This is an optimization exercise on Yosys and OpenROAD, whose aim is small area, a short achievable clock period and few clock cycles per item, not a production implementation.
In this exercise RTL edits were held to simulation tests only and were not proved equivalent to the original.
No activity file was given, so power comes from the tool's default toggle rates.

== job 5607 ==
Design pow_5_seq, start of the top module:
module pow_5_seq
(
    input         clock,
    input         reset_n,
    input         run,
    input  [17:0] n,
    output        ready,
    output [17:0] n_pow_5
);
    reg rdy;
    always @(posedge clock or negedge reset_n)
        if (!reset_n) rdy <= 1'b0;
        else          rdy <= run;
    assign ready = rdy;
    wire w1;
    wire w2;
    wire w3;
    wire w4;
    wire w5;
    wire w6;
    wire w7;
    wire w8;
    wire w9;
    wire w10;
    wire w11;
    wire w12;
    wire w13;
    wire w14;
    wire w15;
    wire w16;
    wire w17;
    wire w18;
    wire w19;
    wire w20;
    wire w21;
    wire w22;
    wire w23;
    wire w24;
    wire w25;
    wire w26;
    wire w27;
    wire w28;
    wire w29;
    wire w30;
    wire w31;
    wire w32;
    wire w33;
    wire w34;
    wire w35;
    wire w36;
    wire w37;
    wire w38;
    wire w39;
    wire w40;
    wire w41;
    wire w42;
    wire w43;
    wire w44;
    wire w45;
    wire w46;
    wire w47;
    wire w48;
    wire w49;
    wire w50;
    wire w51;
    wire w52;
    wire w53;
    wire w54;
    wire w55;
    wire w56;
    wire w57;
    wire w58;
    wire w59;
    wire w60;
    wire w61;
    wire w62;
    wire w63;
    wire w64;
    wire w65;
    wire w66;
    wire w67;
    wire w68;
    wire w69;
    wire w70;
    wire w71;
    wire w72;
    wire w73;
    wire w74;
    wire w75;
    wire w76;
    wire w77;
    wire w78;
    wire w79;
    wire w80;
    wire w81;
    wire w82;
    wire w83;
  ...
==> flow/config.mk <==
export PLATFORM = sky130hd
export DESIGN_NAME = pow_5_seq
export DESIGN_NICKNAME = pow_5_seq
export VERILOG_FILES = /design/flow/design.v
export SDC_FILE = /design/flow/constraint.sdc
export NUM_CORES = 4
export LEC_CHECK = 0
export CAP_MARGIN = 20
export CORE_MARGIN = 2
export CORE_UTILIZATION = 70
export SETUP_SLACK_MARGIN = 1.0
export SLEW_MARGIN = 20
==> flow/constraint.sdc <==
create_clock -name core_clock -period 5.8 [get_ports {clock}]
set_input_delay 1.1600 -clock core_clock [delete_from_list [all_inputs] [get_ports {clock}]]
set_output_delay 1.1600 -clock core_clock [all_outputs]
set_load 0.01 [all_outputs]
run.sh (not shown) runs the stock make flow with config.mk's settings and CLKGATE_MAP_FILE= SYNTH_SCRIPT=/design/flow/synth_recipe.tcl, a recipe that flattens the netlist after the stock synthesis.
Testbench counts of job 5607, summed over its fixed seeds: cycles 24,000, items 24,000.
Input changes introduced in job 7980 (baseline for comparison: job 5607):
- swapping 70 for 40 in CORE_UTILIZATION
==> comparison <==
Sort job 7980 and job 5607 by worst max-slew margin expressed relative to the limit asc -> top: job 5607. Switching power total delta for job 7980 relative to job 5607: about 3% lower. Fill cell total of the finished layout delta for job 7980 relative to job 5607: 620 higher. Fraction of cell area in non-clock buffers for job 7980: 0.48 points down relative to job 5607. Power | job 7980 below job 5607. When the final numbers for job 7980 and job 5607 were put side by side, the total of plain and repair buffers excluding clock buffers turned out to be greater in job 5607. Diff job 5607 -> job 7980 | maximum frequency | down slightly. Compared to job 5607, job 7980 has floorplan die width 31% higher.
Input-level comparison between job 6539 and job 7980:
- a change of CORE_UTILIZATION from 40 to 70
- a change of SETUP_SLACK_MARGIN from 1.0 to 1.5
From job 7980 to job 6539 the numbers moved as follows: final critical delay including setup and external delays saw a decrease, routed wire length saw a decrease, number of nets in the layout saw an increase, core utilization of the finished layout saw an increase.
For job 6539, the capturing instance or port of the critical path was n_pow_5[16], unlike job 7980, where it was r_w277.
### job 6539 -> job 6171
- changing SETUP_SLACK_MARGIN from 1.5 to 1.0
- changing CORE_UTILIZATION from 70 to 40
- setting ABC_AREA to 1 for the first time
## What came out
Combined buffer and inverter count along the critical path in job 6171 is 4 above job 6539.
Critical path depth: higher on job 6171
Compare job 6539 and job 6171 | sequential portion of the cell area higher: job 6539
Relative to job 6539, power has increased by about 5% in job 6171.
Between job 6171 and job 6539, it is job 6171 whose total track usage is lower, by 8.2 points.
Compare job 6539 and job 6171 | total vias in the final route lower: job 6539
Count of non-filler cells in the finished layout for job 6171 is higher than for job 6539.
Re hold slack: job 6539 and job 6171 aren't equal, and the higher value belongs to job 6171.
Going from job 6539 to job 6171, power density relative to cell area shows an increase of 6.7 mW/mm2; total routed wirelength shows an increase of 32%; site row count shows an increase of 10.

========
== red ==
pow_5_seq again, from the RTL that the note above started with.
Settings: LEC_CHECK=0, CAP_MARGIN=20, CORE_MARGIN=2, CORE_UTILIZATION=40, SETUP_SLACK_MARGIN=1.8, SLEW_MARGIN=20; clock period 5.8 ns.
standard.sh (not shown) runs the stock make flow with config.mk's settings and CLKGATE_MAP_FILE= SYNTH_SCRIPT=/design/flow/synth_recipe.tcl, a recipe that flattens the netlist after the stock synthesis.
==> flow/flow/run.sh <==
#!/bin/bash
set -euo pipefail
W=$PWD
PLAT=${FLOW_PLATFORM:-sky130hd}
RES=$W/orfs/results/$PLAT/pow_5_seq/base
REF=$W/ref/results/$PLAT/pow_5_seq/base

# reference: the unchanged standard synthesis, in its own work folder
sed 's#WORK_HOME=\([^ ]*\)/orfs #WORK_HOME=\1/ref #' standard.sh > ref_standard.sh
bash ref_standard.sh "$REF/1_2_yosys.v" > ref_synth.log 2>&1

# our synthesis
bash standard.sh "SYNTH_ARGS=-noabc" "$RES/1_2_yosys.v" > synth_noabc.log 2>&1
if ! python3 flow/match_regs.py "$REF/1_2_yosys.v" "$RES/1_2_yosys.v" > match_regs.log 2>&1; then
  echo "flip-flops do not pair; using the standard synthesis netlist" >> match_regs.log
  cp "$REF/1_2_yosys.v" "$RES/1_2_yosys.v"
  cp "$REF/1_2_yosys.sdc" "$RES/1_2_yosys.sdc"
fi

bash standard.sh "SYNTH_ARGS=-noabc" "BUFFER_PORTS_ARGS=-buffer_cell sky130_fd_sc_hd__buf_1" \
  "CTS_ARGS=-sink_clustering_enable -repair_clock_nets -dont_use_dummy_load -root_buf sky130_fd_sc_hd__clkbuf_8 -buf_list sky130_fd_sc_hd__clkbuf_8" \
  finish > standard_flow.log 2>&1
Other scripts of this flow, unchanged in this note and not shown: flow/flow/match_regs.py
Testbench counts of red, summed over its fixed seeds: cycles 24,000, items 24,000.
diff inputs: red => blue
- SETUP_SLACK_MARGIN changed from 1.8 to 1.5
Results
Higher clock network fraction of design power among blue and red: blue
Wire length of the first global-routing pass essentially unchanged between red and blue.
Going from red to blue, final design area excluding fillers lost about 1.6%, global-route usage lost 0.22 points, final worst setup slack lost 0.082 ns, clock period minus worst slack picked up an extra 0.082 ns, overall power of the completed layout lost about 2.4%.
diff inputs: blue => green
- ABC_AREA: unset -> 1
- SETUP_SLACK_MARGIN: 1.5 -> 1.7
[summary]
- Looking at the reports, green completed the entire flow and the layout it produced met the timing, design-rule and antenna checks.
- From blue to green the numbers moved as follows: worst setup slack picked up an extra 0.069 ns, post-route clock period utilization moved down, area share of fa/ha/maj cells after synthesis stayed essentially flat, worst hold slack about even, power has increased.
- Comparing blue with green, the clock edge transition at the registers on the reported setup and hold paths came out essentially unchanged.
- The routed wire length reported for green is greater than that of blue by 3000 um.
- Against blue, placeable core area in green fell by a few percent.
- Compared with blue, in green maximum clock frequency shows an increase of 1.7%; utilization shows an increase of 2.1 points.

========
Setup of amber:
pow_5_seq, a different RTL version from the one above (not shown whole).
Size in the first run: roughly 580 cells after synthesis, roughly 39 flip-flops, ~40 I/O pins, ~4000 sq um of cells after synthesis.
==> flow/config.mk <==
export PLATFORM = sky130hd
export DESIGN_NAME = pow_5_seq
export DESIGN_NICKNAME = pow_5_seq
export VERILOG_FILES = /design/flow/design.v
export SDC_FILE = /design/flow/constraint.sdc
export NUM_CORES = 4
export LEC_CHECK = 0
export ABC_AREA = 1
export CAP_MARGIN = 20
export CORE_MARGIN = 2
export CORE_UTILIZATION = 40
export SETUP_SLACK_MARGIN = 1.7
export SLEW_MARGIN = 20
==> flow/constraint.sdc <==
create_clock -name core_clock -period 5.8 [get_ports {clock}]
set_input_delay 1.1600 -clock core_clock [delete_from_list [all_inputs] [get_ports {clock}]]
set_output_delay 1.1600 -clock core_clock [all_outputs]
set_load 0.01 [all_outputs]
==> flow/flow/match_regs.py <==
#!/usr/bin/env python3
"""Give each flip-flop of our netlist the instance name the standard synthesis gave the
flip-flop that drives the same net, so the registers pair by name with the standard
synthesis. Exits non-zero (and changes nothing) unless every flip-flop pairs one to one
with the same cell type."""
import re, sys

FF = re.compile(r'^(\s*)(sky130_fd_sc_hd__(?:df|edf|sdf|dl)\w*)\s+(\\\S+\s|\S+)\s*\((.*?)\);', re.S | re.M)

def flops(txt):
    out = []
    for m in FF.finditer(txt):
        q = re.search(r'\.Q\(\s*(\\\S+\s|[^)\s]+)\s*\)', m.group(4))
        out.append((m.group(2), m.group(3).strip(), q.group(1).strip() if q else None, m))
    return out

ref_txt = open(sys.argv[1]).read()
our_txt = open(sys.argv[2]).read()
ref = flops(ref_txt)
our = flops(our_txt)
by_q = {}
for typ, name, q, _ in ref:
    if q is None or q in by_q:
        sys.exit('reference flip-flop without a unique Q net: %s' % name)
    by_q[q] = (typ, name)
if len(ref) != len(our):
    sys.exit('flip-flop count differs: %d vs %d' % (len(ref), len(our)))
used = set()
edits = []
for typ, name, q, m in our:
    if q not in by_q:
        sys.exit('no reference flip-flop drives %s' % q)
    rtyp, rname = by_q[q]
    if rtyp != typ or rname in used:
        sys.exit('flip-flop on %s does not pair: %s %s vs %s %s' % (q, typ, name, rtyp, rname))
    used.add(rname)
    if rname != name:
        edits.append((m.start(3), m.end(3), rname + (' ' if rname.startswith('\\') else '')))
        print('rename %s -> %s' % (name, rname))
for s, e, new in sorted(edits, reverse=True):
    our_txt = our_txt[:s] + new + ' ' + our_txt[e:].lstrip() if False else our_txt[:s] + new + our_txt[e:]
open(sys.argv[2], 'w').write(our_txt)
print('paired %d flip-flops, renamed %d' % (len(our), len(edits)))
Scripts as last shown in full above: flow/flow/run.sh
amber completed end to end with timing, DRC and antenna clean.
Testbench counts of amber, summed over its fixed seeds: cycles 24,000, items 24,000.
Modified inputs, maple compared to amber
Settings: removing ABC_AREA (formerly 1).
==> comparison <==
- Compared with amber, maple shows utilization lower by 1.6 points.
- Taking amber as the reference, in maple total power down about 3%, final area up 0.87%.

what the ideal ports hide:
How much do the figures lean on ideal ports? The routed layouts below were timed once more, with nothing changed but the port constraints.
Step 1 sets driving cells, clkbuf_16 on the clock port and buf_2 on the other inputs (assumed; they add their load-dependent delay and slew).
Step 2 times the ports against the registers' clock, not the clock port: input delays grow and output delays shrink by t, the midpoint of the rising clock arrivals with the driver on.
a / b / c = ideal ports / drivers / drivers and shift; a / b = the first two.
run | t (ns) | setup slack, ns | slew at the worst register clock pin (ns) | worst slew at a driven data input, ns | cell pins on the clock port's net
job 5607 | 0.329 | 1.371 / 1.380 / 1.051 | 0.10 / 0.10 | 0.05 | 1
job 7980 | 0.342 | 1.358 / 1.370 / 1.029 | 0.10 / 0.10 | 0.04 | 1
job 6539 | 0.327 | 1.607 / 1.577 / 1.345 | 0.10 / 0.10 | 0.05 | 1
job 6171 | 0.326 | 1.176 / 1.194 / 0.868 | 0.07 / 0.07 | 0.03 | 1
red | 0.319 | 1.760 / 1.728 / 1.599 | 0.08 / 0.08 | 0.03 | 1
blue | 0.329 | 1.678 / 1.653 / 1.359 | 0.08 / 0.08 | 0.04 | 1
green | 0.329 | 1.747 / 1.717 / 1.558 | 0.08 / 0.08 | 0.03 | 1
amber | 0.327 | 1.789 / 1.754 / 1.493 | 0.08 / 0.08 | 0.03 | 1
maple | 0.314 | 1.738 / 1.703 / 1.488 | 0.08 / 0.08 | 0.04 | 1
After both steps setup and hold are still met in every run listed. For job 7980, which loses most, drivers alone change the setup slack by +0.012 ns; drivers and shift together by -0.329 ns.
